Background: an optimization exercise with open tools, aiming at small area. Do not read the settings as production practice. In this exercise RTL edits were held to simulation tests only and were not proved equivalent to the original. Power and IR drop assume default switching activity.

==> flow/flow/run.sh <==
#!/bin/bash
set -euo pipefail
export BUFFER_PORTS_ARGS="-buffer_cell sky130_fd_sc_hd__buf_1"
export CTS_ARGS="-sink_clustering_enable -repair_clock_nets -dont_use_dummy_load -buf_list sky130_fd_sc_hd__clkbuf_8"
bash standard.sh > flow_standard.log 2>&1
==> flow/standard.sh <==
#!/bin/bash
# synth_recipe.tcl (not shown) runs the flow's synth.tcl, then flattens the netlist and writes it again
# the make line also repeats each setting of config.mk as NAME=value (left out here)
make -C /OpenROAD-flow-scripts/flow DESIGN_CONFIG=/design/flow/config.mk WORK_HOME=/design/flow/orfs CLKGATE_MAP_FILE= SYNTH_SCRIPT=/design/flow/synth_recipe.tcl "${@:-finish}"
==> flow/config.mk <==
export PLATFORM = sky130hd
export DESIGN_NAME = SoC_Algorithm
export DESIGN_NICKNAME = SoC_Algorithm
export VERILOG_FILES = /design/flow/design.v
export SDC_FILE = /design/flow/constraint.sdc
export NUM_CORES = 4
export LEC_CHECK = 0
export CAP_MARGIN = 20
export CORE_MARGIN = 2
export CORE_UTILIZATION = 40
export CTS_BUF_LIST = sky130_fd_sc_hd__clkbuf_8
export SLEW_MARGIN = 20
==> flow/constraint.sdc <==
create_clock -name core_clock -period 36.0 [get_ports {clk}]
set_input_delay 7.2000 -clock core_clock [delete_from_list [all_inputs] [get_ports {clk}]]
set_output_delay 7.2000 -clock core_clock [all_outputs]
set_load 0.01 [all_outputs]
==> flow/design.v <==
module SoC_Algorithm (
    input clk,
    input rst_n,
    input [15:0] voltage,
    input signed [15:0] current,
    output [7:0] soc
);
function [32:0] radd;
    input [31:0] a;
    input [31:0] b;
    input ci;
    integer k;
    reg c;
    begin
        c = ci;
        for (k = 0; k < 32; k = k + 1) begin
            radd[k] = a[k] ^ b[k] ^ c;
            c = (a[k] & b[k]) | (c & (a[k] ^ b[k]));
        end
        radd[32] = c;
    end
endfunction
reg [5:0] clk_cnt;
reg [6:0] soc_voltage;
reg [24:0] qr;            
reg [4:0] qh;             
reg use_v_soc;
reg [6:0] soc_r;
reg ticked;               
reg [19:0] wk;            
reg [1:0] scy;            
wire ms_tick  = clk_cnt[5] & clk_cnt[4] & clk_cnt[0];                                             
wire dv_load  = clk_cnt[5] & ~clk_cnt[4] & clk_cnt[3] & ~clk_cnt[2] & ~clk_cnt[1] & clk_cnt[0];   
wire dv_en    = clk_cnt[5];                                                                       
wire lt25     = ~clk_cnt[5] & ~(clk_cnt[4] & clk_cnt[3] & (clk_cnt[2] | clk_cnt[1] | clk_cnt[0]));  
wire in2530   = ~clk_cnt[5] & clk_cnt[4] & clk_cnt[3] & ~(clk_cnt[2] & clk_cnt[1]) & (clk_cnt[2] | clk_cnt[1] | clk_cnt[0]);  
wire lt16     = ~clk_cnt[5] & ~clk_cnt[4];                                                        
wire lt24     = ~clk_cnt[5] & ~(clk_cnt[4] & clk_cnt[3]);                                         
wire at15     = lt16 & (&clk_cnt[3:0]);                                                           
wire kb       = lt16 & clk_cnt[3] & ~clk_cnt[2];                                                  
always @(posedge clk or negedge rst_n) begin
    if (!rst_n) clk_cnt <= 6'd0;
    else if (ms_tick) clk_cnt <= 6'd0;
    else clk_cnt <= clk_cnt + 6'd1;
end
wire comp = (current > 16'sd5) || (current < -16'sd5);
wire rest = (current > -16'sd5) && (current < 16'sd5);
wire [32:0] sv3 = radd({25'd0, soc_voltage}, {24'd0, soc_voltage, 1'b0}, 1'b0);
wire [32:0] sv35 = radd({20'd0, soc_voltage, 5'd0}, {23'd0, sv3[8:0]}, 1'b0);
wire [15:0] addend = rest ? {sv35[13:0], 2'b00} : current;
wire qb = (lt25 ? qr[0] : qh[0]) & ~use_v_soc;      
wire s1  = wk[15] ^ wk[18] ^ wk[19];
wire k1  = (wk[15] & wk[18]) | (wk[19] & (wk[15] ^ wk[18]));
wire sb  = qb ^ s1 ^ scy[0];
wire k2  = (qb & s1) | (scy[0] & (qb ^ s1));
wire c0n = k1 ^ k2 ^ scy[1];
wire c1n = (k1 & k2) | (scy[1] & (k1 ^ k2));
always @(posedge clk or negedge rst_n) begin
    if (!rst_n) begin
        qr <= 25'd0;
        qh <= 5'd0;
        ticked <= 1'b0;
    end else begin
        qr <= {(ticked & lt25) ? sb : qr[0], qr[24:1]};
        qh <= {(ticked & in2530) ? sb : qh[0], qh[4:1]};
        if (ms_tick) ticked <= 1'b1;
    end
end
always @(posedge clk) begin
    if (ms_tick) scy <= 2'b00;
    else scy <= {c1n, c0n};
end
reg [29:0] q41, q49;
integer b;
always @(*) begin
    for (b = 0; b < 25; b = b + 1) begin
        q41[b] = qr[(b + 9) % 25];
        q49[b] = qr[(b + 1) % 25];
    end
    for (b = 25; b < 30; b = b + 1) begin
        q41[b] = qh[(b + 4) % 5];
        q49[b] = qh[(b + 1) % 5];
    end
end
wire [32:0] dd = radd({21'd0, wk[19:9]}, {21'd0, 11'd1173}, 1'b0);    
wire dge = dv_en & dd[11];
integer j;
always @(posedge clk) begin
    if (ms_tick) begin
        wk[19:16] <= 4'd0;
        for (j = 0; j < 16; j = j + 1) wk[15-j] <= addend[j];
    end else if (dv_load) begin
        wk[19:3] <= q41[18:2];
    end else begin
        wk[19:10] <= dge ? dd[9:0] : wk[18:9];
        wk[9:1] <= wk[8:0];
        wk[0] <= dv_en ? dge : wk[0];
    end
end
reg [19:0] xw;
reg compf;               
reg xc;                  
reg [4:1] xd;            
reg [1:0] pca;           
reg pcb;                 
reg fneg, fovf;          
wire cgb = ~(wk[15] & compf);
wire xb  = (xw[19] ^ cgb ^ xc) & lt16;
wire xcn = (xw[19] & cgb) | (xc & (xw[19] ^ cgb));
wire ta = xb;
wire tb = xd[3];
wire tc = xd[4];
wire sa1 = ta ^ tb ^ tc;
wire ka1 = (ta & tb) | (tc & (ta ^ tb));
wire pb  = sa1 ^ pca[0] ^ pca[1];
wire ka2 = (sa1 & pca[0]) | (pca[1] & (sa1 ^ pca[0]));
wire zb2 = lt16 ? kb : xw[15];
wire zb  = pb ^ zb2 ^ pcb;
wire kz  = (pb & zb2) | (pcb & (pb ^ zb2));
integer m;
always @(posedge clk) begin
    if (ms_tick) begin
        for (m = 0; m < 16; m = m + 1) xw[19-m] <= voltage[m];
        xw[3:0] <= 4'd0;
        compf <= comp;
        xc <= 1'b1;
        xd <= 4'd0;
        pca <= 2'b00;
        pcb <= 1'b0;
    end else begin
        xw <= {xw[18:0], lt24 ? pb : zb};
        xc <= xcn;
        xd <= {xd[3:1], xb};
        pca <= {ka1, ka2};
        pcb <= kz;
    end
end
always @(posedge clk or negedge rst_n) begin
    if (!rst_n) begin
        fneg <= 1'b1;
        fovf <= 1'b0;
    end else if (at15 & ticked) begin
        fneg <= cgb & ~xcn;
        fovf <= ~cgb & xcn;
    end
end
wire [6:0] f_x = fneg ? 7'd0 : fovf ? 7'd100 : {xw[12], xw[13], xw[14], xw[15], xw[16], xw[17], xw[18]};
wire q_big = ~q49[29] & ((|q49[28:19]) | (q49[18:0] >= 19'd350000));
wire [6:0] q_soc = q49[29] ? 7'd0 : q_big ? 7'd100 : wk[6:0];
always @(posedge clk or negedge rst_n) begin
    if (!rst_n) begin
        soc_voltage <= 7'd0;
        use_v_soc <= 1'b1;
        soc_r <= 7'd0;
    end else if (ms_tick) begin
        soc_voltage <= f_x;
        use_v_soc <= rest;
        soc_r <= use_v_soc ? soc_voltage : q_soc;
    end
end
assign soc = {1'b0, soc_r};
endmodule
==> results of run 1 <==
[state kept, by name, summed over array words and instances, names as in the netlist]
register / cells
pca: 2
use_v_soc: 1
wk: 20
fneg: 1
fovf: 1
ticked: 1
qr: 25
scy: 2
qh: 5
xd: 4
xc: 1
soc_voltage: 7
xw: 20
pcb: 1
compf: 1
soc_r: 7
clk_cnt: 6
[layout make-up]
type / instances / area share, %
clock buffer: 9 / 2.42
tap: 143 / 3.50
sequential: 105 / 47.3
timing repair buffer: 44 / 3.55
inverter: 36 / 2.67
multi-input combinational: 292 / 40.6
[routing by layer]
layer	share of wire (%)	GRT usage, %	vias up	routed length, microns
met2	49	27.9	49	4860
met5	0	0	-	0
met3	3.3	2.57	9	326
li1	-	-	1605	-
met1	46	22.4	1612	4560
met4	1.3	5.77	0	129
[power breakdown]
part           switching, mW  internal, mW  total [mW]
Sequential       0.000000284         0.118       0.118
Combinational        0.00392       0.00205     0.00597
Clock                 0.0344        0.0225      0.0569
Total                 0.0383         0.142       0.181
[synthesized netlist by cell type, types with 3 or more instances]
master / instances / area share [%]
a211oi_1: 7 / 1.1
a21o_1: 4 / 0.63
a21oi_1: 7 / 0.74
a221o_1: 4 / 0.84
a221oi_1: 5 / 0.92
and2_1: 10 / 1.3
and3_1: 4 / 0.53
buf_2: 5 / 0.53
buf_6: 3 / 0.71
clkbuf_1: 14 / 1.1
dfrtp_1: 52 / 27
dfxtp_1: 47 / 20
edfxtp_1: 4 / 2.5
fa_1: 15 / 6.3
ha_1: 16 / 4.2
inv_1: 36 / 2.8
mux2i_1: 16 / 3.4
nand2_1: 72 / 5.7
nand3_1: 20 / 2.1
nand4_1: 4 / 0.53
nor2_1: 23 / 1.8
nor2b_1: 8 / 1.1
nor3_1: 3 / 0.32
nor4_1: 3 / 0.40
o21ai_0: 17 / 1.8
o21ai_1: 7 / 0.74
o22ai_1: 9 / 1.2
o31ai_1: 5 / 0.79
[worst reg2reg max path, cell delays in order, from the launching register on]
cell      delay (ns)
dfrtp_1         0.51
ha_1            0.22
fa_1            0.17
inv_1           0.05
fa_1            0.37
fa_1            0.39
fa_1            0.37
inv_1           0.07
fa_1            0.40
inv_1           0.08
fa_1            0.16
inv_1           0.05
fa_1            0.37
fa_1            0.37
ha_1            0.20
ha_1            0.19
ha_1            0.27
a221oi_1        0.27
nor2_1          0.08
[logic make-up after synthesis]
kind of cell / Yosys count / share of synthesized area, %
compound gates: 75 / 11.0
mux: 18 / 3.85
fa+ha+maj: 31 / 10.5
simple gates: 164 / 17.5
other cells: 1 / 0.0790
buf+inv: 61 / 5.59
flops: 105 / 50.9
xor+xnor: 3 / 0.553
[worst max path at each step]
stage	slack (ns)	end	from	cells after the start
after floorplan	27.40	wk[1]	current[15]	6
after global placement	26.89	wk[1]	current[15]	6
after detailed placement	26.80	wk[2]	current[15]	6
after CTS	27.18	wk[1]	current[15]	6
after global routing	26.95	wk[1]	current[15]	6
final	27.12	wk[1]	current[15]	6
==> impl_metrics.env, run 1 <==
export IMPL_die_h_microns=113
export IMPL_layout_cells_non_filler=629
export IMPL_cts_sinks=105
export IMPL_fp_dieArea_sq_um=12800
export IMPL_worstHoldEndpoint="qr[3]"
export IMPL_final_seq_area_sq_um=2410
export IMPL_dr_pass1_iters=15
export IMPL_slowest_stage="buf_1"
export IMPL_r2r_slack_ns=31.18
export IMPL_post_route_min_period_ns=8.88
export IMPL_final_cell_mix="nand2_1 (72), dfrtp_1 (52), dfxtp_1 (47)"
export IMPL_rr_startpoint="soc_voltage[0]"
export IMPL_crit_chain="buf_1, nand4_1, nor4_2, nand3_1, a221oi_1, nor2_1"
export IMPL_drtAntennaViolNets=0
export IMPL_dp_hpwl_mm=7.02
export IMPL_postCtsHoldBufs=0
export IMPL_worst_path_buf_inv=1
export IMPL_hold_depth=0
export IMPL_final_common_cell="nand2_1"
export IMPL_dpl_cell_count=620
export IMPL_cts_buffers=9
export IMPL_clk_pin_slew_ns=0.07
export IMPL_cts_tree="built"
export IMPL_layout_nets=553
export IMPL_cp_start_kind="input port"
export IMPL_place_area_sq_um=4980
export IMPL_post_drt_wl_per_cell_microns=15.7
export IMPL_die_w_microns=113
export IMPL_worstMarginPinSlew_ns=0.877
export IMPL_worstPathRequired_ns=36.09
export IMPL_synth_area_sq_um=4750
export IMPL_portBuffers=40
export IMPL_synthDistinctLibCells=55
export IMPL_design_area_sq_um=5110
export IMPL_fillers=1157
export IMPL_post_route_cells_drive_above_1_share_pct=6.17
export IMPL_area_delta_synth_final_pct=7.59
export IMPL_clockBufferDepth=2
export IMPL_fmax_mhz=113
export IMPL_cpPeakStageDelay_ns=0.46
export IMPL_synthCells=458
export IMPL_h_tree_depth=3
export IMPL_post_cts_resized=0
export IMPL_synth_top_flop_cell="dfrtp_1"
export IMPL_synth_seq_cells=105
export IMPL_clkLatencyLatePin_ns=0.36
export IMPL_antenna_found_initial=0
export IMPL_final_util_pct=44.4
export IMPL_coreArea_sq_um=11500
export IMPL_pin_count=42
export IMPL_grt_overflow=0
export IMPL_num_rows=39
export IMPL_setup_tns_ns=0
export IMPL_maxCapViolations=0
export IMPL_vias=3275
export IMPL_gp_congestion=0.790
export IMPL_multi_input_area_sq_um=2070
export IMPL_rr_worst_depth=18
export IMPL_crit_family="simple AND/OR/NAND/NOR gates"
export IMPL_grt_pass1_wl_mm=16.8
export IMPL_p_leak_nw=2.42
export IMPL_root_buffer="clkbuf_8"
export IMPL_grt_pass1_vias=3327
export IMPL_hold_viol_final=0
export IMPL_start_util_pct=41.2
export IMPL_syn_area_per_cell_sq_um=10.4
export IMPL_end_kind="flip-flop"
export IMPL_synth_enable_flop_cells=4
export IMPL_post_route_period_util_pct=24.7
export IMPL_drc=0
export IMPL_drtIter0Drc=174
export IMPL_hold_class="flip-flop to flip-flop"
export IMPL_grt_setup_unrepaired="no"
export IMPL_antenna_diode_count=0
export IMPL_setup_ws_ns=27.12
export IMPL_syn_nets=523
export IMPL_rr_endpoint="wk[2]"
export IMPL_async_flop_share_pct=51.4
export IMPL_crit_type="input port to flip-flop"
export IMPL_ys_seq_area_share_pct=50.9
export IMPL_grt_usage_pct=16.7
export IMPL_totalWireLength_mm=9.87
export IMPL_whs_ns=0.350
export IMPL_postCtsSetupBuffers=0
export IMPL_path_max_fanout=8
export IMPL_status="timing/DRC/antenna clean"
export IMPL_power_density_nw_per_um2=35.4
export IMPL_drv_slew=0
export IMPL_fin_worst_skew_ns=0.0230
export IMPL_grt_max_degree=69
export IMPL_yosys_warnings=1
export IMPL_finalSetupViolations=0
export IMPL_crit_arrival_ns=8.97
export IMPL_dp_slack_ns=26.80
export IMPL_hp_start="qr[4]"
export IMPL_slew_limit_headroom_pct=41.5
export IMPL_finalPower_mw=0.181
export IMPL_viasPerCell=5.21
export IMPL_peakVddDrop_v=0.0000151
==> run 2: changes to the inputs <==
--- a/flow/design.v
+++ b/flow/design.v
@@ -29,2 +29,3 @@
 reg ticked;               
+reg zq;                   
 reg [19:0] wk;            
@@ -50,3 +51,3 @@
 wire [15:0] addend = rest ? {sv35[13:0], 2'b00} : current;
-wire qb = (lt25 ? qr[0] : qh[0]) & ~use_v_soc;      
+wire qb = (lt25 ? qr[0] : qh[0]) & ~use_v_soc & ~zq;      
 wire s1  = wk[15] ^ wk[18] ^ wk[19];
@@ -57,11 +58,13 @@
 wire c1n = (k1 & k2) | (scy[1] & (k1 ^ k2));
+always @(posedge clk) begin
+    qr <= {(ticked & lt25) ? sb : qr[0], qr[24:1]};
+    qh <= {(ticked & in2530) ? sb : qh[0], qh[4:1]};
+end
 always @(posedge clk or negedge rst_n) begin
     if (!rst_n) begin
-        qr <= 25'd0;
-        qh <= 5'd0;
         ticked <= 1'b0;
-    end else begin
-        qr <= {(ticked & lt25) ? sb : qr[0], qr[24:1]};
-        qh <= {(ticked & in2530) ? sb : qh[0], qh[4:1]};
-        if (ms_tick) ticked <= 1'b1;
+        zq <= 1'b1;
+    end else if (ms_tick) begin
+        ticked <= 1'b1;
+        zq <= ~ticked;
     end
==> flow/flow/run.sh (replaced) <==
#!/bin/bash
set -euo pipefail
export BUFFER_PORTS_ARGS="-buffer_cell sky130_fd_sc_hd__buf_1"
export CTS_ARGS="-repair_clock_nets -dont_use_dummy_load -buf_list sky130_fd_sc_hd__clkbuf_8"
bash standard.sh > flow_standard.log 2>&1
==> impl_metrics.env, run 2 <==
export IMPL_post_route_cells_drive_above_1_share_pct=5.31
export IMPL_whs_ns=0.333
export IMPL_wl_met2_mm=4.08
export IMPL_antenna_found_initial=0
export IMPL_grt_overflow=0
export IMPL_regMostFlops="qr"
export IMPL_drv_slew=0
export IMPL_slew_limit_headroom_pct=49.5
export IMPL_totalWireLength_mm=9.30
export IMPL_cts_buffers=9
export IMPL_path_max_fanout=15
export IMPL_fmax_mhz=116
export IMPL_p_leak_nw=2.23
export IMPL_h_tree_depth=3
export IMPL_grt_usage_pct=16.2
export IMPL_clkLatencyLatePin_ns=0.36
export IMPL_hold_class="flip-flop to flip-flop"
export IMPL_syn_area_per_cell_sq_um=9.89
export IMPL_synth_common_cells="dfxtp_1 (77), nand2_1 (73), inv_1 (34)"
export IMPL_hp_start="qr[4]"
export IMPL_wl_met3_microns=472
export IMPL_viasPerCell=5.17
export IMPL_grt_max_degree=64
export IMPL_crit_chain="buf_1, nand4_1, nor4_2, a2bb2o_1, and2_1, o22ai_1"
export IMPL_num_rows=38
export IMPL_rr_worst_depth=18
export IMPL_peakVddDrop_v=0.0000163
export IMPL_yosys_warnings=1
export IMPL_synth_area_top_cells="dfxtp_1 (34%), dfrtp_1 (12%), fa_1 (6.6%)"
export IMPL_end_kind="flip-flop"
export IMPL_clockBufferDepth=2
export IMPL_cts_tree="built"
export IMPL_crit_arrival_ns=8.80
export IMPL_slowest_stage="a2bb2o_1"
export IMPL_final_common_cell="dfxtp_1"
export IMPL_final_cell_mix="dfxtp_1 (77), nand2_1 (73), buf_1 (40)"
export IMPL_maxCapViolations=0
export IMPL_top_layer="met4"
export IMPL_ys_seq_area_share_pct=50.3
export IMPL_async_flop_share_pct=23.6
export IMPL_final_seq_area_sq_um=2290
export IMPL_vias=3256
export IMPL_grt_pass1_wl_mm=16.2
export IMPL_post_route_period_util_pct=23.9
export IMPL_syn_nets=526
export IMPL_crit_path_start="current[15]"
export IMPL_rr_startpoint="soc_voltage[0]"
export IMPL_coreArea_sq_um=11000
export IMPL_area_delta_synth_final_pct=8.02
export IMPL_synthMostInstantiatedCell="dfxtp_1"
export IMPL_pin_count=42
export IMPL_drtAntennaViolNets=0
export IMPL_postCtsHoldBufs=0
export IMPL_cp_start_kind="input port"
export IMPL_cts_sinks=106
export IMPL_post_drt_wl_per_cell_microns=14.8
export IMPL_final_util_pct=44.8
export IMPL_hold_depth=0
export IMPL_worstMarginPinSlew_ns=0.758
export IMPL_wirelength_met1_mm=4.64
export IMPL_gp_congestion=0.804
export IMPL_start_util_pct=41.5
export IMPL_post_route_min_period_ns=8.61
export IMPL_fin_worst_skew_ns=0.0361
export IMPL_post_cts_resized=0
export IMPL_dr_pass1_iters=4
export IMPL_crit_type="input port to flip-flop"
export IMPL_finalSetupViolations=0
export IMPL_drc=0
export IMPL_synth_top_cell_area_share_pct=33.8
export IMPL_hold_viol_final=0
export IMPL_crit_family="simple AND/OR/NAND/NOR gates"
export IMPL_setup_tns_ns=0
export IMPL_clk_pin_slew_ns=0.08
export IMPL_synth_seq_cells=106
export IMPL_status="timing/DRC/antenna clean"
export IMPL_postCtsSetupBuffers=0
export IMPL_die_h_microns=111
export IMPL_worstPathRequired_ns=36.19
export IMPL_reg_top3="qr x25, wk x20, xw x20"
export IMPL_drtIter0Drc=151
export IMPL_yosys_area_top_type="dfxtp_1"
export IMPL_grt_pass1_vias=3258
export IMPL_power_density_nw_per_um2=36.5
export IMPL_largest_reg_flops=25
export IMPL_synth_enable_flop_cells=4
export IMPL_multi_input_area_sq_um=2010
export IMPL_synth_area_sq_um=4560
export IMPL_dp_hpwl_mm=6.73
export IMPL_cpPeakStageDelay_ns=0.55
export IMPL_root_buffer="clkbuf_8"
export IMPL_die_w_microns=111
export IMPL_synth_top_flop_cell="dfxtp_1"
export IMPL_fp_dieArea_sq_um=12300
export IMPL_portBuffers=40
export IMPL_synthDistinctLibCells=53
export IMPL_path_depth=6
export IMPL_antenna_diode_count=0
export IMPL_grt_setup_unrepaired="no"
export IMPL_fillers=1074
export IMPL_worst_path_buf_inv=1
export IMPL_layout_nets=557
export IMPL_synthCells=461
## run 2: cell types whose count changed in the layout (fill, tap and decap cells not counted), moves of 7 or more
cell,before,now
dfrtp_1,52,22
nand3_1,19,12
dfxtp_1,47,77
nor2_1,23,32
nor2b_1,8,1
a21oi_1,7,21
## run 2: cells by family (layout without fill, tap and decap cells)
kind of cell,count (synthesis),count (layout),share of synthesized area [%]
other cells,1,1,0.0823
mux,18,18,4.01
compound gates,80,80,11.4
xor+xnor,3,3,0.577
buf+inv,58,87,5.76
simple gates,164,164,16.9
flops,106,106,50.3
fa+ha+maj,31,31,11.0
## run 2: through the flow
stage | instances | cell area, sq um | setup slack (ns) | power (mW)
2_1_floorplan | 461 | 4560 | 27.49 | 0.123
3_3_place_gp | 620 | 4770 | 27.16 | 0.126
3_5_place_dp | 620 | 4770 | 27.05 | 0.126
4_1_cts | 629 | 4900 | 27.41 | 0.182
5_1_grt | 630 | 4920 | 27.27 | 0.188
6_report | 630 | 4920 | 27.39 | 0.180
## run 2: power breakdown
group | internal (mW) | leakage [nW] | switching, mW
sequential | 0.118 | 1.02 | 0.000000380
clock | 0.0225 | 0.0647 | 0.0340
combinational | 0.00205 | 1.15 | 0.00293
total | 0.143 | 2.23 | 0.0369
## run 2: final cells by class
type / instances / share of cell area (%)
Timing Repair Buffer: 43 / 3.91
Inverter: 35 / 2.67
Sequential cell: 106 / 46.5
Tap cell: 140 / 3.56
Multi-Input combinational cell: 297 / 40.8
Clock buffer: 9 / 2.52
## run 2: final timing paths
kind	endpoint	slack, ns
min	qr[3]	0.33
max in group asynchronous	zq	28.87
max reg2reg	wk[2]	31.19
min reg2reg	qr[3]	0.33
min in group asynchronous	soc_voltage[0]	6.81
max	wk[7]	27.39
## run 2: layer usage
layer  track usage, %  up-vias
met2             24.4       69
met1             23.1     1558
li1                 -     1618
met3             4.48       11
met4             4.25        0
met5                0        -
## run 2: worst reg2reg max path, delay by kind of cell, from the launching register on
kind                     cells  cell delay, ns
AND/OR/NAND/NOR              1            0.08
buffers and inverters        4            0.26
flip-flops                   1            0.49
AO/OA/AOI/OAI                1            0.27
adder cells (fa/ha/maj)     12            3.46
==> run 3: changes to the inputs <==
==> flow/flow/run.sh (replaced) <==
#!/bin/bash
set -euo pipefail
export BUFFER_PORTS_ARGS="-buffer_cell sky130_fd_sc_hd__buf_1"
export CTS_ARGS="-sink_clustering_enable -repair_clock_nets -dont_use_dummy_load -buf_list sky130_fd_sc_hd__clkbuf_8 -sink_clustering_size 40 -sink_clustering_max_diameter 150"
bash standard.sh > flow_standard.log 2>&1
==> impl_metrics.env, run 3 <==
export IMPL_status="timing/DRC/antenna clean"
export IMPL_post_route_period_util_pct=23.9
export IMPL_largest_reg_flops=25
export IMPL_post_drt_wl_per_cell_microns=14.8
export IMPL_cts_tree="built"
export IMPL_grt_usage_pct=16.2
export IMPL_syn_area_per_cell_sq_um=9.89
export IMPL_final_cell_mix="dfxtp_1 (77), nand2_1 (73), buf_1 (40)"
export IMPL_post_route_min_period_ns=8.61
export IMPL_slew_limit_headroom_pct=49.5
export IMPL_worstPathRequired_ns=36.19
export IMPL_peakVddDrop_v=0.0000163
export IMPL_setup_tns_ns=0
export IMPL_synthCells=461
export IMPL_antenna_found_initial=0
export IMPL_grt_overflow=0
export IMPL_path_max_fanout=15
export IMPL_cts_sinks=106
export IMPL_hold_class="flip-flop to flip-flop"
export IMPL_synthDistinctLibCells=53
export IMPL_pin_count=42
export IMPL_p_leak_nw=2.23
export IMPL_final_common_cell="dfxtp_1"
export IMPL_layout_nets=557
export IMPL_root_buffer="clkbuf_8"
export IMPL_clockBufferDepth=2
export IMPL_portBuffers=40
export IMPL_postCtsSetupBuffers=0
export IMPL_clk_pin_slew_ns=0.08
export IMPL_viasPerCell=5.17
export IMPL_drv_slew=0
export IMPL_crit_type="input port to flip-flop"
export IMPL_ys_seq_area_share_pct=50.3
export IMPL_die_w_microns=111
export IMPL_totalWireLength_mm=9.30
export IMPL_yosys_area_top_type="dfxtp_1"
export IMPL_cp_start_kind="input port"
export IMPL_use_met2_pct=24.4
export IMPL_syn_nets=526
export IMPL_num_rows=38
export IMPL_finalPower_mw=0.180
export IMPL_synth_seq_cells=106
export IMPL_start_util_pct=41.5
export IMPL_post_route_cells_drive_above_1_share_pct=5.31
export IMPL_fillers=1074
export IMPL_die_h_microns=111
export IMPL_synth_area_top_cells="dfxtp_1 (34%), dfrtp_1 (12%), fa_1 (6.6%)"
export IMPL_grt_max_degree=64
export IMPL_area_delta_synth_final_pct=8.02
export IMPL_grt_busiest_layer="met2"
export IMPL_dp_hpwl_mm=6.73
export IMPL_grt_pass1_wl_mm=16.2
export IMPL_fmax_mhz=116
export IMPL_synth_common_cells="dfxtp_1 (77), nand2_1 (73), inv_1 (34)"
export IMPL_worstMarginPinSlew_ns=0.758
export IMPL_vias=3256
export IMPL_maxCapViolations=0
export IMPL_drc=0
export IMPL_yosys_warnings=1
export IMPL_drtAntennaViolNets=0
export IMPL_synth_top_cell_area_share_pct=33.8
export IMPL_fp_dieArea_sq_um=12300
export IMPL_fin_worst_skew_ns=0.0361
export IMPL_met3_usage_pct=4.48
export IMPL_dr_pass1_iters=4
export IMPL_clkLatencyLatePin_ns=0.36
export IMPL_r2r_slack_ns=31.19
export IMPL_postCtsHoldBufs=0
export IMPL_power_density_nw_per_um2=36.5
export IMPL_coreArea_sq_um=11000
export IMPL_post_cts_resized=0
export IMPL_synthMostInstantiatedCell="dfxtp_1"
export IMPL_regMostFlops="qr"
export IMPL_synth_enable_flop_cells=4
export IMPL_h_tree_depth=3
export IMPL_drtIter0Drc=151
export IMPL_gr_usage_met1_pct=23.1
export IMPL_grt_pass1_vias=3258
export IMPL_grt_setup_unrepaired="no"
export IMPL_finalSetupViolations=0
export IMPL_synth_area_sq_um=4560
export IMPL_gp_congestion=0.804
export IMPL_reg_top3="qr x25, wk x20, xw x20"
export IMPL_synth_top_flop_cell="dfxtp_1"
export IMPL_antenna_diode_count=0
export IMPL_hold_viol_final=0
export IMPL_cts_buffers=9
export IMPL_crit_arrival_ns=8.80
export IMPL_async_flop_share_pct=23.6
export IMPL_end_kind="flip-flop"
-- run 3: metal layers --
metal	share of wire, %	vias to the layer above
met5	0	-
met4	1.2	0
met3	5.1	11
met2	44	69
met1	50	1558
li1	-	1618
-- run 3: final timing paths --
| kind | startpoint | to | cells after the start |
|---|---|---|---|
| setup / recovery | current[15] | wk[7] | 6 |
| hold / removal | qr[4] | qr[3] | 0 |
| setup reg to reg | soc_voltage[0] | wk[2] | 18 |
| hold reg to reg | qr[4] | qr[3] | 0 |
| max in group asynchronous | rst_n | zq | 2 |
| min in group asynchronous | rst_n | soc_voltage[0] | 2 |
-- run 3: critical path, cell delays in order --
cell and delay [ns]:
buf_1 0.19, nand4_1 0.14, nor4_2 0.41, a2bb2o_1 0.55, and2_1 0.22, o22ai_1 0.08
-- run 3: per-stage QoR --
stage	cells	hold slack (ns)	instance area, sq um	utilization [%]	setup slack (ns)
floorplan	461	0.310	4560	-	27.49
global placement	620	0.316	4770	43.4	27.16
detailed placement	620	0.319	4770	43.4	27.05
CTS	629	0.338	4900	44.6	27.41
global route	630	0.350	4920	44.8	27.27
finish	630	0.333	4920	44.8	27.39
-- run 3: kinds of logic (layout without fill, tap and decap cells) --
| family | after synthesis | count (layout) | share of synthesized area (%) |
|---|---|---|---|
| and+or+nand+nor | 164 | 164 | 16.9 |
| DFF | 106 | 106 | 50.3 |
| AOI/OAI and AO/OA | 80 | 80 | 11.4 |
| buffers and inverters | 58 | 87 | 5.76 |
| adders and majority gates | 31 | 31 | 11.0 |
| muxes | 18 | 18 | 4.01 |
| xor gates and xnor gates | 3 | 3 | 0.577 |
| other | 1 | 1 | 0.0823 |
-- run 3: where the power goes --
part | switching, mW | internal, mW
Clock | 0.0340 | 0.0225
Combinational | 0.00293 | 0.00205
Sequential | 0.000000380 | 0.118
Total | 0.0369 | 0.143
-- run 3: area by class of cell --
| class | instances | area (sq um) | share of cell area (%) |
|---|---|---|---|
| Inverter | 35 | 131 | 2.67 |
| Clock buffer | 9 | 124 | 2.52 |
| Sequential cell | 106 | 2290 | 46.5 |
| Tap cell | 140 | 175 | 3.56 |
| Timing Repair Buffer | 43 | 193 | 3.91 |
| Multi-Input combinational cell | 297 | 2010 | 40.8 |
==> run 4: changes to the inputs <==
==> flow/flow/run.sh (replaced) <==
#!/bin/bash
set -euo pipefail
export BUFFER_PORTS_ARGS="-buffer_cell sky130_fd_sc_hd__buf_1"
export CTS_ARGS="-sink_clustering_enable -repair_clock_nets -dont_use_dummy_load -buf_list sky130_fd_sc_hd__clkbuf_16 -sink_clustering_size 60 -sink_clustering_max_diameter 250"
bash standard.sh > flow_standard.log 2>&1
==> impl_metrics.env, run 4 <==
export IMPL_status="timing/DRC/antenna clean"
export IMPL_worstPathRequired_ns=36.17
export IMPL_synthDistinctLibCells=53
export IMPL_synth_area_sq_um=4560
export IMPL_drc=0
export IMPL_gp_congestion=0.804
export IMPL_post_drt_wl_per_cell_microns=14.9
export IMPL_worstHoldEndpoint="qr[3]"
export IMPL_post_cts_resized=0
export IMPL_finalSetupViolations=0
export IMPL_r2r_slack_ns=31.19
export IMPL_final_cell_mix="dfxtp_1 (77), nand2_1 (73), buf_1 (40)"
export IMPL_clockBufferDepth=2
export IMPL_setup_ws_ns=27.39
export IMPL_grt_overflow=0
export IMPL_cts_buffers=9
export IMPL_die_w_microns=111
export IMPL_rr_endpoint="wk[2]"
export IMPL_root_buffer="clkbuf_16"
export IMPL_antenna_found_initial=0
export IMPL_drtIter0Drc=156
export IMPL_hold_class="flip-flop to flip-flop"
export IMPL_power_density_nw_per_um2=40.7
export IMPL_grt_pass1_wl_mm=16.2
export IMPL_ys_seq_area_share_pct=50.3
export IMPL_num_rows=38
export IMPL_dpl_cell_count=620
export IMPL_syn_nets=526
export IMPL_path_max_fanout=15
export IMPL_final_common_cell="dfxtp_1"
export IMPL_crit_family="simple AND/OR/NAND/NOR gates"
export IMPL_synthCells=461
export IMPL_yosys_warnings=1
export IMPL_yosys_area_top_type="dfxtp_1"
export IMPL_slew_limit_headroom_pct=50.8
export IMPL_clk_pin_slew_ns=0.06
export IMPL_peakVddDrop_v=0.0000229
export IMPL_coreArea_sq_um=11000
export IMPL_async_flop_share_pct=23.6
export IMPL_drv_slew=0
export IMPL_post_route_period_util_pct=23.9
export IMPL_grt_usage_pct=16.3
export IMPL_vias=3242
export IMPL_crit_arrival_ns=8.78
export IMPL_antenna_diode_count=0
export IMPL_post_route_cells_drive_above_1_share_pct=5.31
export IMPL_grt_max_degree=64
export IMPL_synth_enable_flop_cells=4
export IMPL_area_delta_synth_final_pct=10.2
export IMPL_worst_path_buf_inv=1
export IMPL_grt_pass1_vias=3245
export IMPL_synth_area_top_cells="dfxtp_1 (34%), dfrtp_1 (12%), fa_1 (6.6%)"
export IMPL_reg_top3="qr x25, wk x20, xw x20"
export IMPL_totalWireLength_mm=9.38
export IMPL_fp_dieArea_sq_um=12300
export IMPL_start_util_pct=41.5
export IMPL_dp_slack_ns=27.05
export IMPL_hold_viol_final=0
export IMPL_largest_reg_flops=25
export IMPL_pin_count=42
export IMPL_dp_hpwl_mm=6.73
export IMPL_rr_worst_depth=18
export IMPL_postCtsSetupBuffers=0
export IMPL_hp_start="qr[4]"
export IMPL_dr_pass1_iters=4
export IMPL_finalPower_mw=0.204
export IMPL_h_tree_depth=3
export IMPL_layout_cells_non_filler=630
export IMPL_viasPerCell=5.15
export IMPL_regMostFlops="qr"
export IMPL_maxCapViolations=0
export IMPL_syn_area_per_cell_sq_um=9.89
export IMPL_cts_tree="built"
export IMPL_synth_top_cell_area_share_pct=33.8
export IMPL_cts_sinks=106
export IMPL_clkLatencyLatePin_ns=0.34
export IMPL_synth_seq_cells=106
export IMPL_worstMarginPinSlew_ns=0.737
export IMPL_fin_worst_skew_ns=0.0251
export IMPL_p_leak_nw=2.27
export IMPL_portBuffers=40
export IMPL_rr_startpoint="soc_voltage[0]"
export IMPL_grt_setup_unrepaired="no"
export IMPL_cpPeakStageDelay_ns=0.55
export IMPL_crit_chain="buf_1, nand4_1, nor4_2, a2bb2o_1, and2_1, o22ai_1"
export IMPL_postCtsHoldBufs=0
export IMPL_cp_start_kind="input port"
export IMPL_drtAntennaViolNets=0
export IMPL_synth_common_cells="dfxtp_1 (77), nand2_1 (73), inv_1 (34)"
export IMPL_crit_type="input port to flip-flop"
export IMPL_synthMostInstantiatedCell="dfxtp_1"
export IMPL_post_route_min_period_ns=8.61
export IMPL_die_h_microns=111
export IMPL_slowest_stage="a2bb2o_1"
export IMPL_layout_nets=557
export IMPL_whs_ns=0.331
export IMPL_end_kind="flip-flop"
export IMPL_setup_tns_ns=0
export IMPL_synth_top_flop_cell="dfxtp_1"
export IMPL_hold_depth=0
export IMPL_fmax_mhz=116
-- run 4: changes by cell type in the layout (fill, tap and decap cells not counted) --
cell / delta
clkbuf_8: -9
clkbuf_16: +9
-- run 4: through the flow --
stage | area (sq um) | util (%)
detailed placement | 4770 | 43.4
finish | 5020 | 45.8
global route | 5020 | 45.8
CTS | 5000 | 45.5
floorplan | 4560 | -
global placement | 4770 | 43.4
-- run 4: worst register-to-register path, stage by stage, from the launching register on --
cell      delay, ns
dfrtp_1        0.48
ha_1           0.21
fa_1           0.16
inv_1          0.05
fa_1           0.38
fa_1           0.39
fa_1           0.37
inv_1          0.08
fa_1           0.40
inv_1          0.08
fa_1           0.16
inv_1          0.05
fa_1           0.37
fa_1           0.37
ha_1           0.19
ha_1           0.18
ha_1           0.29
a221oi_1       0.26
nor2_1         0.08
-- run 4: power breakdown --
group / internal, mW / switching (mW)
Combinational: 0.00205 / 0.00296
Sequential: 0.119 / 0.000000369
Clock: 0.0441 / 0.0368
Total: 0.165 / 0.0397
-- run 4: cells by family after synthesis --
kind of cell / synth area share (%)
other: 0.0823
xor gates and xnor gates: 0.577
AOI/OAI and AO/OA: 11.4
buffers and inverters: 5.76
and+or+nand+nor: 16.9
DFF: 50.3
muxes: 4.01
adders and majority gates: 11.0
-- run 4: metal layers --
layer  track usage (%)  share of wire, %  vias to the layer above
met5                 0                 0                        -
met4              4.25               1.1                        0
met3              4.81               5.0                        8
met2              24.6                44                       73
met1              22.9                50                     1549
li1                  -                 -                     1612
-- run 4: final cells by class --
cell class / instances / area [sq um]
Clock buffer: 9 / 225
Fill cell: 1057 / 5960
Inverter: 35 / 131
Multi-Input combinational cell: 297 / 2010
Sequential cell: 106 / 2290
Tap cell: 140 / 175
Timing Repair Buffer: 43 / 193
-- run 4: how the worst max path moves through the flow --
stage / end / slack [ns] / start / cells past startpoint
after global placement: wk[2] / 27.16 / current[12] / 6
final: wk[7] / 27.39 / current[15] / 6
after CTS: wk[7] / 27.39 / current[15] / 6
after global routing: wk[2] / 27.24 / current[15] / 6
after detailed placement: wk[9] / 27.05 / current[15] / 6
after floorplan: wk[1] / 27.49 / current[13] / 5
==> run 5: changes to the inputs <==
==> flow/flow/run.sh (replaced) <==
#!/bin/bash
set -euo pipefail
export BUFFER_PORTS_ARGS="-buffer_cell sky130_fd_sc_hd__buf_1"
export CTS_ARGS="-sink_clustering_enable -repair_clock_nets -dont_use_dummy_load -buf_list {sky130_fd_sc_hd__clkbuf_4 sky130_fd_sc_hd__clkbuf_8}"
bash standard.sh > flow_standard.log 2>&1
==> impl_metrics.env, run 5 <==
export IMPL_worstPathRequired_ns=36.19
export IMPL_die_w_microns=111
export IMPL_post_route_min_period_ns=8.61
export IMPL_synthMostInstantiatedCell="dfxtp_1"
export IMPL_viasPerCell=5.17
export IMPL_peakVddDrop_v=0.0000163
export IMPL_grt_setup_unrepaired="no"
export IMPL_synth_common_cells="dfxtp_1 (77), nand2_1 (73), inv_1 (34)"
export IMPL_num_rows=38
export IMPL_clkLatencyLatePin_ns=0.36
export IMPL_postCtsHoldBufs=0
export IMPL_grt_overflow=0
export IMPL_syn_area_per_cell_sq_um=9.89
export IMPL_crit_arrival_ns=8.80
export IMPL_antenna_diode_count=0
export IMPL_final_util_pct=44.8
export IMPL_setup_tns_ns=0
export IMPL_synthCells=461
export IMPL_slowest_stage="a2bb2o_1"
export IMPL_start_util_pct=41.5
export IMPL_dp_slack_ns=27.05
export IMPL_power_density_nw_per_um2=36.5
export IMPL_layout_cells_non_filler=630
export IMPL_area_delta_synth_final_pct=8.02
export IMPL_cp_start_kind="input port"
export IMPL_post_route_cells_drive_above_1_share_pct=5.31
export IMPL_synth_seq_cells=106
export IMPL_worstMarginPinSlew_ns=0.758
export IMPL_grt_max_degree=64
export IMPL_cts_sinks=106
export IMPL_hold_viol_final=0
export IMPL_crit_chain="buf_1, nand4_1, nor4_2, a2bb2o_1, and2_1, o22ai_1"
export IMPL_postCtsSetupBuffers=0
export IMPL_setup_ws_ns=27.39
export IMPL_final_cell_mix="dfxtp_1 (77), nand2_1 (73), buf_1 (40)"
export IMPL_async_flop_share_pct=23.6
export IMPL_dp_hpwl_mm=6.73
export IMPL_cts_tree="built"
export IMPL_root_buffer="clkbuf_8"
export IMPL_cpPeakStageDelay_ns=0.55
export IMPL_synth_enable_flop_cells=4
export IMPL_largest_reg_flops=25
export IMPL_path_max_fanout=15
export IMPL_h_tree_depth=3
export IMPL_regMostFlops="qr"
export IMPL_synth_area_sq_um=4560
export IMPL_cts_buffers=9
export IMPL_totalWireLength_mm=9.30
export IMPL_synth_top_flop_cell="dfxtp_1"
export IMPL_vias=3256
export IMPL_fp_dieArea_sq_um=12300
export IMPL_end_kind="flip-flop"
export IMPL_maxCapViolations=0
export IMPL_yosys_area_top_type="dfxtp_1"
export IMPL_antenna_found_initial=0
export IMPL_gp_congestion=0.804
export IMPL_ys_seq_area_share_pct=50.3
export IMPL_fin_worst_skew_ns=0.0361
export IMPL_synth_area_top_cells="dfxtp_1 (34%), dfrtp_1 (12%), fa_1 (6.6%)"
export IMPL_post_drt_wl_per_cell_microns=14.8
export IMPL_clk_pin_slew_ns=0.08
export IMPL_final_common_cell="dfxtp_1"
export IMPL_clockBufferDepth=2
export IMPL_dr_pass1_iters=4
export IMPL_drtIter0Drc=151
export IMPL_finalPower_mw=0.180
export IMPL_post_route_period_util_pct=23.9
export IMPL_hold_class="flip-flop to flip-flop"
export IMPL_dpl_cell_count=620
export IMPL_synth_top_cell_area_share_pct=33.8
export IMPL_whs_ns=0.333
export IMPL_place_area_sq_um=4770
export IMPL_fmax_mhz=116
export IMPL_coreArea_sq_um=11000
export IMPL_p_leak_nw=2.23
export IMPL_syn_nets=526
export IMPL_layout_nets=557
export IMPL_status="timing/DRC/antenna clean"
export IMPL_pin_count=42
export IMPL_drc=0
export IMPL_design_area_sq_um=4920
export IMPL_portBuffers=40
export IMPL_drv_slew=0
export IMPL_grt_usage_pct=16.2
export IMPL_post_cts_resized=0
export IMPL_slew_limit_headroom_pct=49.5
export IMPL_die_h_microns=111
export IMPL_yosys_warnings=1
export IMPL_drtAntennaViolNets=0
export IMPL_finalSetupViolations=0
export IMPL_reg_top3="qr x25, wk x20, xw x20"
export IMPL_crit_type="input port to flip-flop"
export IMPL_grt_pass1_vias=3258
export IMPL_grt_pass1_wl_mm=16.2
export IMPL_synthDistinctLibCells=53
[run 5: worst max-delay path: cells and delay by family]
| kind | cells | cell delay (ns) |
|---|---|---|
| and+or+nand+nor | 3 | 0.77 |
| AOI/OAI and AO/OA | 2 | 0.63 |
| buffers and inverters | 1 | 0.19 |
[run 5: area by class of cell]
type                            count  area [sq um]
Fill cell                        1074          6060
Sequential cell                   106          2290
Multi-Input combinational cell    297          2010
Timing Repair Buffer               43           193
Tap cell                          140           175
Inverter                           35           131
Clock buffer                        9           124
[run 5: final timing paths]
| check | cells past startpoint | slack (ns) | startpoint | endpoint |
|---|---|---|---|---|
| max | 6 | 27.39 | current[15] | wk[7] |
| min | 0 | 0.33 | qr[4] | qr[3] |
| min reg2reg | 0 | 0.33 | qr[4] | qr[3] |
| min in group asynchronous | 2 | 6.81 | rst_n | soc_voltage[0] |
| max reg2reg | 18 | 31.19 | soc_voltage[0] | wk[2] |
| max in group asynchronous | 2 | 28.87 | rst_n | zq |
[run 5: where the power goes]
part	internal [mW]	switching (mW)
Combinational	0.00205	0.00293
Sequential	0.118	0.000000380
Clock	0.0225	0.0340
Total	0.143	0.0369
[run 5: metal layers]
| layer | wire length, microns | global-route usage, % | vias up |
|---|---|---|---|
| met2 | 4080 | 24.4 | 69 |
| met4 | 116 | 4.25 | 0 |
| li1 | - | - | 1618 |
| met5 | 0 | 0 | - |
| met3 | 472 | 4.48 | 11 |
| met1 | 4640 | 23.1 | 1558 |
[run 5: logic make-up (layout without fill, tap and decap cells)]
| group | after synthesis | count (layout) | share of synthesized area (%) |
|---|---|---|---|
| xor gates and xnor gates | 3 | 3 | 0.577 |
| and+or+nand+nor | 164 | 164 | 16.9 |
| adders and majority gates | 31 | 31 | 11.0 |
| other | 1 | 1 | 0.0823 |
| DFF | 106 | 106 | 50.3 |
| buffers and inverters | 58 | 87 | 5.76 |
| AOI/OAI and AO/OA | 80 | 80 | 11.4 |
| muxes | 18 | 18 | 4.01 |
==> run 6: changes to the inputs <==
==> flow/flow/run.sh (replaced) <==
#!/bin/bash
set -euo pipefail
export BUFFER_PORTS_ARGS="-buffer_cell sky130_fd_sc_hd__buf_1"
export CTS_ARGS="-sink_clustering_enable -repair_clock_nets -dont_use_dummy_load -buf_list sky130_fd_sc_hd__clkbuf_8"
bash standard.sh > flow_standard.log 2>&1
==> impl_metrics.env, run 6 <==
export IMPL_status="timing/DRC/antenna clean"
export IMPL_grt_usage_pct=16.2
export IMPL_grt_setup_unrepaired="no"
export IMPL_final_util_pct=44.8
export IMPL_place_area_sq_um=4770
export IMPL_synth_enable_flop_cells=4
export IMPL_worstMarginPinSlew_ns=0.758
export IMPL_drtIter0Drc=151
export IMPL_layout_nets=557
export IMPL_die_h_microns=111
export IMPL_grt_overflow=0
export IMPL_layout_cells_non_filler=630
export IMPL_regMostFlops="qr"
export IMPL_h_tree_depth=3
export IMPL_reg_top3="qr x25, wk x20, xw x20"
export IMPL_async_flop_share_pct=23.6
export IMPL_gp_congestion=0.804
export IMPL_dpl_cell_count=620
export IMPL_post_route_min_period_ns=8.61
export IMPL_hold_class="flip-flop to flip-flop"
export IMPL_cp_start_kind="input port"
export IMPL_hold_viol_final=0
export IMPL_root_buffer="clkbuf_8"
export IMPL_vias=3256
export IMPL_syn_nets=526
export IMPL_post_cts_resized=0
export IMPL_die_w_microns=111
export IMPL_antenna_found_initial=0
export IMPL_syn_area_per_cell_sq_um=9.89
export IMPL_finalPower_mw=0.180
export IMPL_post_route_period_util_pct=23.9
export IMPL_area_delta_synth_final_pct=8.02
export IMPL_fin_worst_skew_ns=0.0361
export IMPL_fillers=1074
export IMPL_crit_arrival_ns=8.80
export IMPL_synth_area_sq_um=4560
export IMPL_drtAntennaViolNets=0
export IMPL_viasPerCell=5.17
export IMPL_worstPathRequired_ns=36.19
export IMPL_peakVddDrop_v=0.0000163
export IMPL_synthMostInstantiatedCell="dfxtp_1"
export IMPL_drc=0
export IMPL_dr_pass1_iters=4
export IMPL_largest_reg_flops=25
export IMPL_post_drt_wl_per_cell_microns=14.8
export IMPL_postCtsSetupBuffers=0
export IMPL_grt_max_degree=64
export IMPL_p_leak_nw=2.23
export IMPL_setup_ws_ns=27.39
export IMPL_synthCells=461
export IMPL_final_common_cell="dfxtp_1"
export IMPL_post_route_cells_drive_above_1_share_pct=5.31
export IMPL_drv_slew=0
export IMPL_clkLatencyLatePin_ns=0.36
export IMPL_postCtsHoldBufs=0
export IMPL_whs_ns=0.333
export IMPL_slew_limit_headroom_pct=49.5
export IMPL_power_density_nw_per_um2=36.5
export IMPL_cts_buffers=9
export IMPL_maxCapViolations=0
export IMPL_crit_type="input port to flip-flop"
export IMPL_pin_count=42
export IMPL_ys_seq_area_share_pct=50.3
export IMPL_synth_area_top_cells="dfxtp_1 (34%), dfrtp_1 (12%), fa_1 (6.6%)"
export IMPL_num_rows=38
export IMPL_synthDistinctLibCells=53
export IMPL_antenna_diode_count=0
export IMPL_synth_top_cell_area_share_pct=33.8
export IMPL_grt_pass1_wl_mm=16.2
export IMPL_yosys_warnings=1
export IMPL_coreArea_sq_um=11000
export IMPL_grt_pass1_vias=3258
export IMPL_synth_top_flop_cell="dfxtp_1"
export IMPL_design_area_sq_um=4920
export IMPL_totalWireLength_mm=9.30
export IMPL_fmax_mhz=116
export IMPL_fp_dieArea_sq_um=12300
export IMPL_setup_tns_ns=0
export IMPL_synth_common_cells="dfxtp_1 (77), nand2_1 (73), inv_1 (34)"
export IMPL_clockBufferDepth=2
export IMPL_synth_seq_cells=106
export IMPL_finalSetupViolations=0
export IMPL_end_kind="flip-flop"
export IMPL_cts_sinks=106
export IMPL_yosys_area_top_type="dfxtp_1"
export IMPL_start_util_pct=41.5
export IMPL_portBuffers=40
export IMPL_path_max_fanout=15
export IMPL_final_cell_mix="dfxtp_1 (77), nand2_1 (73), buf_1 (40)"
export IMPL_clk_pin_slew_ns=0.08
export IMPL_dp_slack_ns=27.05
export IMPL_dp_hpwl_mm=6.73
export IMPL_cts_tree="built"
==> run 6: cell counts in the layout (fill, tap and decap cells not counted) <==
Identical to the previous run, type by type.
==> run 6: routing by layer <==
| layer | share of wire (%) | track usage (%) | vias to the layer above |
|---|---|---|---|
| li1 | - | - | 1618 |
| met2 | 44 | 24.4 | 69 |
| met1 | 50 | 23.1 | 1558 |
| met4 | 1.2 | 4.25 | 0 |
| met5 | 0 | 0 | - |
| met3 | 5.1 | 4.48 | 11 |
==> run 6: report_power, final <==
part / internal, mW / leakage [nW] / total (mW) / switching (mW)
logic: 0.00205 / 1.15 / 0.00498 / 0.00293
clock network: 0.0225 / 0.0647 / 0.0565 / 0.0340
registers: 0.118 / 1.02 / 0.118 / 0.000000380
total: 0.143 / 2.23 / 0.180 / 0.0369
==> run 6: final timing paths <==
check | cells after the start | endpoint | startpoint | slack (ns)
min in group asynchronous | 2 | soc_voltage[0] | rst_n | 6.81
worst max register to register | 18 | wk[2] | soc_voltage[0] | 31.19
worst min-delay path | 0 | qr[3] | qr[4] | 0.33
max in group asynchronous | 2 | zq | rst_n | 28.87
worst min register to register | 0 | qr[3] | qr[4] | 0.33
worst max-delay path | 6 | wk[7] | current[15] | 27.39
==> run 6: cell type report <==
class	count	area [sq um]	share of cell area, %
clock buffer	9	124	2.52
inverter	35	131	2.67
multi-input combinational	297	2010	40.8
sequential	106	2290	46.5
tap	140	175	3.56
timing repair buffer	43	193	3.91
==> run 6: critical path, stage by stage <==
cell and delay [ns]:
buf_1 0.19, nand4_1 0.14, nor4_2 0.41, a2bb2o_1 0.55
and2_1 0.22, o22ai_1 0.08
==> run 6: logic make-up (layout without fill, tap and decap cells) <==
family | after synthesis | count (layout) | share of synthesized area, %
buf+inv | 58 | 87 | 5.76
flops | 106 | 106 | 50.3
xor+xnor | 3 | 3 | 0.577
compound gates | 80 | 80 | 11.4
other cells | 1 | 1 | 0.0823
simple gates | 164 | 164 | 16.9
mux | 18 | 18 | 4.01
fa+ha+maj | 31 | 31 | 11.0
==> run 7: changes to the inputs <==
--- a/flow/design.v
+++ b/flow/design.v
@@ -102,3 +102,3 @@
 end
-reg [19:0] xw;
+reg [18:0] xw;
 reg compf;               
@@ -110,4 +110,4 @@
 wire cgb = ~(wk[15] & compf);
-wire xb  = (xw[19] ^ cgb ^ xc) & lt16;
-wire xcn = (xw[19] & cgb) | (xc & (xw[19] ^ cgb));
+wire xb  = (xw[18] ^ cgb ^ xc) & lt16;
+wire xcn = (xw[18] & cgb) | (xc & (xw[18] ^ cgb));
 wire ta = xb;
@@ -125,16 +125,16 @@
     if (ms_tick) begin
-        for (m = 0; m < 16; m = m + 1) xw[19-m] <= voltage[m];
-        xw[3:0] <= 4'd0;
+        for (m = 0; m < 16; m = m + 1) xw[18-m] <= voltage[m];
+        xw[2:0] <= {xw[1:0], lt24 ? pb : zb};    
         compf <= comp;
         xc <= 1'b1;
-        xd <= 4'd0;
-        pca <= 2'b00;
         pcb <= 1'b0;
     end else begin
-        xw <= {xw[18:0], lt24 ? pb : zb};
+        xw <= {xw[17:0], lt24 ? pb : zb};
         xc <= xcn;
-        xd <= {xd[3:1], xb};
-        pca <= {ka1, ka2};
         pcb <= kz;
     end
+end
+always @(posedge clk) begin
+    xd <= {xd[3:1], xb};
+    pca <= {ka1, ka2};
 end
--- a/flow/config.mk
+++ b/flow/config.mk
@@ -7,6 +7,5 @@
 export LEC_CHECK = 0
-export CAP_MARGIN = 20
+export CAP_MARGIN = 0
 export CORE_MARGIN = 2
-export CORE_UTILIZATION = 40
-export CTS_BUF_LIST = sky130_fd_sc_hd__clkbuf_8
-export SLEW_MARGIN = 20
+export CORE_UTILIZATION = 70
+export SLEW_MARGIN = 0
==> impl_metrics.env, run 7 <==
export IMPL_final_cell_mix="dfxtp_1 (76), nand2_1 (74), buf_1 (40)"
export IMPL_rr_worst_depth=18
export IMPL_setup_tns_ns=0
export IMPL_grt_max_degree=51
export IMPL_viasPerCell=5.70
export IMPL_grt_setup_unrepaired="no"
export IMPL_post_route_cells_drive_above_1_share_pct=4.99
export IMPL_r2r_slack_ns=31.12
export IMPL_postCtsHoldBufs=0
export IMPL_worstMarginPinSlew_ns=1.18
export IMPL_grt_overflow=0
export IMPL_dr_pass1_iters=6
export IMPL_hold_viol_final=0
export IMPL_grt_usage_pct=27.6
export IMPL_post_drt_wl_per_cell_microns=16.0
export IMPL_synth_enable_flop_cells=4
export IMPL_whs_ns=0.318
export IMPL_cts_tree="built"
export IMPL_fillers=456
export IMPL_rr_startpoint="soc_voltage[0]"
export IMPL_power_density_nw_per_um2=37.7
export IMPL_antenna_diode_count=0
export IMPL_grt_pass1_wl_mm=15.1
export IMPL_rr_endpoint="wk[2]"
export IMPL_final_util_pct=76.0
export IMPL_fin_worst_skew_ns=0.0278
export IMPL_final_common_cell="dfxtp_1"
export IMPL_combPwrFrac_pct=2.8
export IMPL_regMostFlops="qr"
export IMPL_coreArea_sq_um=6240
export IMPL_die_w_microns=83.8
export IMPL_syn_area_per_cell_sq_um=9.92
export IMPL_yosys_warnings=1
export IMPL_cts_buffers=9
export IMPL_seq_power_share_pct=65.6
export IMPL_crit_type="input port to flip-flop"
export IMPL_slew_limit_headroom_pct=21.7
export IMPL_start_util_pct=71.4
export IMPL_postCtsSetupBuffers=0
export IMPL_drc=0
export IMPL_drtIter0Drc=177
export IMPL_dp_hpwl_mm=6.45
export IMPL_synth_common_cells="dfxtp_1 (76), nand2_1 (74), inv_1 (36)"
export IMPL_post_cts_resized=0
export IMPL_clockBufferDepth=2
export IMPL_synth_area_sq_um=4450
export IMPL_synth_seq_cells=105
export IMPL_antenna_found_initial=0
export IMPL_area_delta_synth_final_pct=6.52
export IMPL_die_h_microns=83.8
export IMPL_vias=3179
export IMPL_layout_cells_non_filler=558
export IMPL_gp_congestion=0.813
export IMPL_synthMostInstantiatedCell="dfxtp_1"
export IMPL_internal_power_mw=0.142
export IMPL_largest_reg_flops=25
export IMPL_pin_count=42
export IMPL_hold_class="flip-flop to flip-flop"
export IMPL_root_buffer="clkbuf_8"
export IMPL_switching_share_pct=20.7
export IMPL_synthDistinctLibCells=50
export IMPL_drv_slew=0
export IMPL_dpl_cell_count=549
export IMPL_post_route_period_util_pct=24.3
export IMPL_clkLatencyLatePin_ns=0.37
export IMPL_ys_seq_area_share_pct=51.0
export IMPL_cp_start_kind="input port"
export IMPL_async_flop_share_pct=23.8
export IMPL_synth_top_cell_area_share_pct=34.2
export IMPL_syn_nets=514
export IMPL_worstPathRequired_ns=36.11
export IMPL_p_clk_share_pct=31.7
export IMPL_layout_nets=548
export IMPL_crit_arrival_ns=8.85
export IMPL_synthCells=449
export IMPL_grt_pass1_vias=3196
export IMPL_worstHoldEndpoint="qr[2]"
export IMPL_h_tree_depth=3
export IMPL_finalSetupViolations=0
export IMPL_post_route_min_period_ns=8.74
export IMPL_num_rows=29
export IMPL_cts_sinks=105
export IMPL_path_max_fanout=10
export IMPL_synth_area_top_cells="dfxtp_1 (34%), dfrtp_1 (12%), fa_1 (6.7%)"
export IMPL_fp_dieArea_sq_um=7020
export IMPL_end_kind="flip-flop"
export IMPL_fmax_mhz=114
export IMPL_portBuffers=40
export IMPL_reg_top3="qr x25, wk x20, xw x19"
export IMPL_maxCapViolations=0
export IMPL_status="timing/DRC/antenna clean"
export IMPL_yosys_area_top_type="dfxtp_1"
export IMPL_hp_start="qr[3]"
export IMPL_p_leak_nw=2.21
export IMPL_totalWireLength_mm=8.93
export IMPL_drtAntennaViolNets=0
export IMPL_p_sw_mw=0.0371
export IMPL_clk_pin_slew_ns=0.09
export IMPL_peakVddDrop_v=0.0000366
export IMPL_synth_top_flop_cell="dfxtp_1"
export IMPL_hold_depth=0
==> run 7: changes by cell type after synthesis, sizes merged <==
cell | before | now
nor2 | 32 | 29
a211oi | 6 | 5
inv | 35 | 36
buf | 11 | 10
and2 | 12 | 6
a311oi | 1 | 0
dfxtp | 77 | 76
mux2i | 16 | 17
nor2b | 2 | 1
clkbuf | 12 | 11
nand2 | 73 | 74
==> run 7: worst max-delay path by stage <==
stage / from / to / slack [ns] / cells past startpoint
after global placement: current[15] / wk[2] / 27.15 / 6
after global routing: current[15] / wk[2] / 27.16 / 6
after CTS: current[15] / wk[2] / 27.35 / 6
after detailed placement: current[15] / wk[2] / 26.95 / 6
after floorplan: current[13] / wk[1] / 27.49 / 5
final: current[15] / wk[2] / 27.26 / 6
==> run 7: per-stage QoR <==
| stage | worst slack [ns] | power (mW) | cell area, sq um |
|---|---|---|---|
| 2_1_floorplan | 27.49 | 0.122 | 4450 |
| 3_3_place_gp | 27.15 | 0.125 | 4620 |
| 3_5_place_dp | 26.95 | 0.125 | 4620 |
| 4_1_cts | 27.35 | 0.180 | 4740 |
| 5_1_grt | 27.16 | 0.186 | 4740 |
| 6_report | 27.26 | 0.179 | 4740 |
==> run 7: metal layers <==
| layer | GRT usage (%) | routed length [microns] |
|---|---|---|
| met2 | 45.3 | 4460 |
| met3 | 8.01 | 453 |
| met1 | 35.5 | 3900 |
| met5 | 0 | 0 |
| met4 | 9.09 | 114 |
==> run 7: cells by family (layout without fill, tap and decap cells) <==
logic type / Yosys count / after routing / synth area share, %
muxes: 19 / 19 / 4.33
and+or+nand+nor: 155 / 155 / 16.0
buffers and inverters: 57 / 89 / 5.62
xor gates and xnor gates: 3 / 3 / 0.590
AOI/OAI and AO/OA: 78 / 78 / 11.1
adders and majority gates: 31 / 31 / 11.2
other: 1 / 1 / 0.0842
DFF: 105 / 105 / 51.0
==> run 7: worst max-delay path, stage by stage <==
cell and delay, ns:
buf_1 0.20, nand4_1 0.14, nor4_2 0.46, nand2_1 0.33, a221oi_1 0.41, nor2_1 0.10
==> run 7: power groups by stage <==
stage / combinational [mW] / clock (mW) / sequential (mW)
after floorplan: 0.00212 / 0 / 0.120
after global placement: 0.00466 / 0 / 0.120
after detailed placement: 0.00486 / 0 / 0.120
after CTS: 0.00489 / 0.0576 / 0.117
after global routing: 0.00558 / 0.0627 / 0.117
final: 0.00492 / 0.0567 / 0.117
==> run 7: cell type report <==
cell class                      instances  area [sq um]  share of cell area [%]
Inverter                               36           135                    2.85
Clock buffer                            9           124                    2.61
Timing Repair Buffer                   44           180                    3.80
Sequential cell                       105          2270                    47.9
Multi-Input combinational cell        287          1940                    40.8
Tap cell                               77          96.3                    2.03
==> run 8: changes to the inputs <==
==> flow/flow/run.sh (replaced) <==
#!/bin/bash
set -euo pipefail
export BUFFER_PORTS_ARGS="-buffer_cell sky130_fd_sc_hd__buf_1"
export CTS_ARGS="-sink_clustering_enable -repair_clock_nets -dont_use_dummy_load -buf_list sky130_fd_sc_hd__clkbuf_4 -root_buf sky130_fd_sc_hd__clkbuf_8 -sink_clustering_size 8 -sink_clustering_max_diameter 40"
bash standard.sh > flow_standard.log 2>&1
==> impl_metrics.env, run 8 <==
export IMPL_synth_common_cells="dfxtp_1 (76), nand2_1 (74), inv_1 (36)"
export IMPL_grt_usage_pct=27.6
export IMPL_r2r_slack_ns=31.12
export IMPL_post_drt_wl_per_cell_microns=16.0
export IMPL_start_util_pct=71.4
export IMPL_dpl_cell_count=549
export IMPL_drtIter0Drc=177
export IMPL_yosys_warnings=1
export IMPL_async_flop_share_pct=23.8
export IMPL_hold_viol_final=0
export IMPL_root_buffer="clkbuf_8"
export IMPL_hold_depth=0
export IMPL_final_common_cell="dfxtp_1"
export IMPL_dp_hpwl_mm=6.45
export IMPL_crit_chain="buf_1, nand4_1, nor4_2, nand2_1, a221oi_1, nor2_1"
export IMPL_end_kind="flip-flop"
export IMPL_antenna_found_initial=0
export IMPL_syn_area_per_cell_sq_um=9.92
export IMPL_cp_start_kind="input port"
export IMPL_clkLatencyLatePin_ns=0.37
export IMPL_vias=3179
export IMPL_pin_count=42
export IMPL_fp_dieArea_sq_um=7020
export IMPL_post_route_min_period_ns=8.74
export IMPL_p_leak_nw=2.21
export IMPL_totalWireLength_mm=8.93
export IMPL_h_tree_depth=3
export IMPL_synth_area_top_cells="dfxtp_1 (34%), dfrtp_1 (12%), fa_1 (6.7%)"
export IMPL_postCtsHoldBufs=0
export IMPL_setup_tns_ns=0
export IMPL_synth_enable_flop_cells=4
export IMPL_die_h_microns=83.8
export IMPL_worstMarginPinSlew_ns=1.18
export IMPL_status="timing/DRC/antenna clean"
export IMPL_slowest_stage="nor4_2"
export IMPL_crit_arrival_ns=8.85
export IMPL_power_density_nw_per_um2=37.7
export IMPL_portBuffers=40
export IMPL_drc=0
export IMPL_postCtsSetupBuffers=0
export IMPL_layout_cells_non_filler=558
export IMPL_synth_top_flop_cell="dfxtp_1"
export IMPL_area_delta_synth_final_pct=6.52
export IMPL_largest_reg_flops=25
export IMPL_fmax_mhz=114
export IMPL_grt_max_degree=51
export IMPL_gp_congestion=0.813
export IMPL_reg_top3="qr x25, wk x20, xw x19"
export IMPL_crit_type="input port to flip-flop"
export IMPL_rr_endpoint="wk[2]"
export IMPL_cts_buffers=9
export IMPL_finalPower_mw=0.179
export IMPL_post_route_period_util_pct=24.3
export IMPL_clk_pin_slew_ns=0.09
export IMPL_grt_pass1_wl_mm=15.1
export IMPL_peakVddDrop_v=0.0000366
export IMPL_cts_sinks=105
export IMPL_path_max_fanout=10
export IMPL_rr_startpoint="soc_voltage[0]"
export IMPL_cpPeakStageDelay_ns=0.46
export IMPL_post_cts_resized=0
export IMPL_grt_overflow=0
export IMPL_fin_worst_skew_ns=0.0278
export IMPL_cts_tree="built"
export IMPL_final_util_pct=76.0
export IMPL_drv_slew=0
export IMPL_grt_pass1_vias=3196
export IMPL_layout_nets=548
export IMPL_maxCapViolations=0
export IMPL_antenna_diode_count=0
export IMPL_synth_top_cell_area_share_pct=34.2
export IMPL_synthCells=449
export IMPL_drtAntennaViolNets=0
export IMPL_die_w_microns=83.8
export IMPL_grt_setup_unrepaired="no"
export IMPL_synthDistinctLibCells=50
export IMPL_final_cell_mix="dfxtp_1 (76), nand2_1 (74), buf_1 (40)"
export IMPL_num_rows=29
export IMPL_yosys_area_top_type="dfxtp_1"
export IMPL_viasPerCell=5.70
export IMPL_synth_seq_cells=105
export IMPL_worstPathRequired_ns=36.11
export IMPL_dr_pass1_iters=6
export IMPL_hp_start="qr[3]"
export IMPL_setup_ws_ns=27.26
export IMPL_finalSetupViolations=0
export IMPL_synth_area_sq_um=4450
export IMPL_syn_nets=514
export IMPL_hold_class="flip-flop to flip-flop"
export IMPL_coreArea_sq_um=6240
export IMPL_synthMostInstantiatedCell="dfxtp_1"
export IMPL_worstHoldEndpoint="qr[2]"
export IMPL_slew_limit_headroom_pct=21.7
export IMPL_clockBufferDepth=2
export IMPL_post_route_cells_drive_above_1_share_pct=4.99
export IMPL_ys_seq_area_share_pct=51.0
export IMPL_dp_slack_ns=26.95
export IMPL_rr_worst_depth=18
export IMPL_regMostFlops="qr"
run 8: cell counts after synthesis:
No cell type changed its count.
run 8: cell type report:
class	instances	area [sq um]
tap	77	96.3
fill	456	1500
clock buffer	9	124
inverter	36	135
timing repair buffer	44	180
sequential	105	2270
multi-input combinational	287	1940
run 8: power by group:
group	total, mW	leakage [nW]	switching, mW	internal, mW
registers	0.117	1.01	0.000000743	0.117
clock network	0.0567	0.0647	0.0342	0.0225
logic	0.00492	1.14	0.00288	0.00204
total	0.179	2.21	0.0371	0.142
run 8: logic make-up after synthesis:
| group | synth area share [%] |
|---|---|
| mux | 4.33 |
| buf+inv | 5.62 |
| other cells | 0.0842 |
| simple gates | 16.0 |
| fa+ha+maj | 11.2 |
| compound gates | 11.1 |
| xor+xnor | 0.590 |
| flops | 51.0 |
run 8: worst max-delay path by stage:
stage	from	to
2_1_floorplan	current[13]	wk[1]
3_3_place_gp	current[15]	wk[2]
3_5_place_dp	current[15]	wk[2]
4_1_cts	current[15]	wk[2]
5_1_grt	current[15]	wk[2]
6_report	current[15]	wk[2]
run 8: per-stage QoR:
step | hold slack [ns] | instance area [sq um]
finish | 0.318 | 4740
CTS | 0.320 | 4740
global route | 0.326 | 4740
floorplan | 0.310 | 4450
detailed placement | 0.315 | 4620
global placement | 0.311 | 4620
run 8: critical path, delay by kind of cell:
| family | cells | cell delay, ns |
|---|---|---|
| and+or+nand+nor | 4 | 1.03 |
| AOI/OAI and AO/OA | 1 | 0.41 |
| buffers and inverters | 1 | 0.20 |
run 8: per-layer routing:
layer	global-route usage (%)	part of all wire [%]
met5	0	0
met2	45.3	50
met3	8.01	5.1
met1	35.5	44
met4	9.09	1.3

==> re-timing with driven ports <==
The flow's constraints put no driver on any port. The routed layouts listed below were extracted and timed again, unchanged, in two steps. Step 1: set_driving_cell puts a clkbuf_16 on clk and a buf_2 on each other input, an assumption about the parent block. Step 2 adds t to the input delays and takes it off the output delays; t is the mean of the earliest and latest rising clock arrival at the registers after step 1. Input paths then give back, and output paths get back, about the clock's delay inside the block. Slacks: ideal / step 1 / step 2; pairs: ideal / step 1.
| run | shift t [ns] | setup slack, ns | worst setup path after step 2 |
|---|---|---|---|
| run 1 | 0.387 | 27.119 / 27.097 / 26.710 | input to register |
| run 2 | 0.376 | 27.390 / 27.399 / 27.023 | input to register |
| run 3 | 0.376 | 27.390 / 27.399 / 27.023 | input to register |
| run 4 | 0.365 | 27.393 / 27.409 / 27.043 | input to register |
| run 5 | 0.376 | 27.390 / 27.399 / 27.023 | input to register |
| run 6 | 0.376 | 27.390 / 27.399 / 27.023 | input to register |
| run 7 | 0.389 | 27.265 / 27.273 / 26.884 | input to register |
| run 8 | 0.389 | 27.265 / 27.273 / 26.884 | input to register |
After both steps setup and hold are still met in every run listed. For run 1, which loses most, drivers alone change the setup slack by -0.022 ns; drivers and shift together by -0.409 ns.
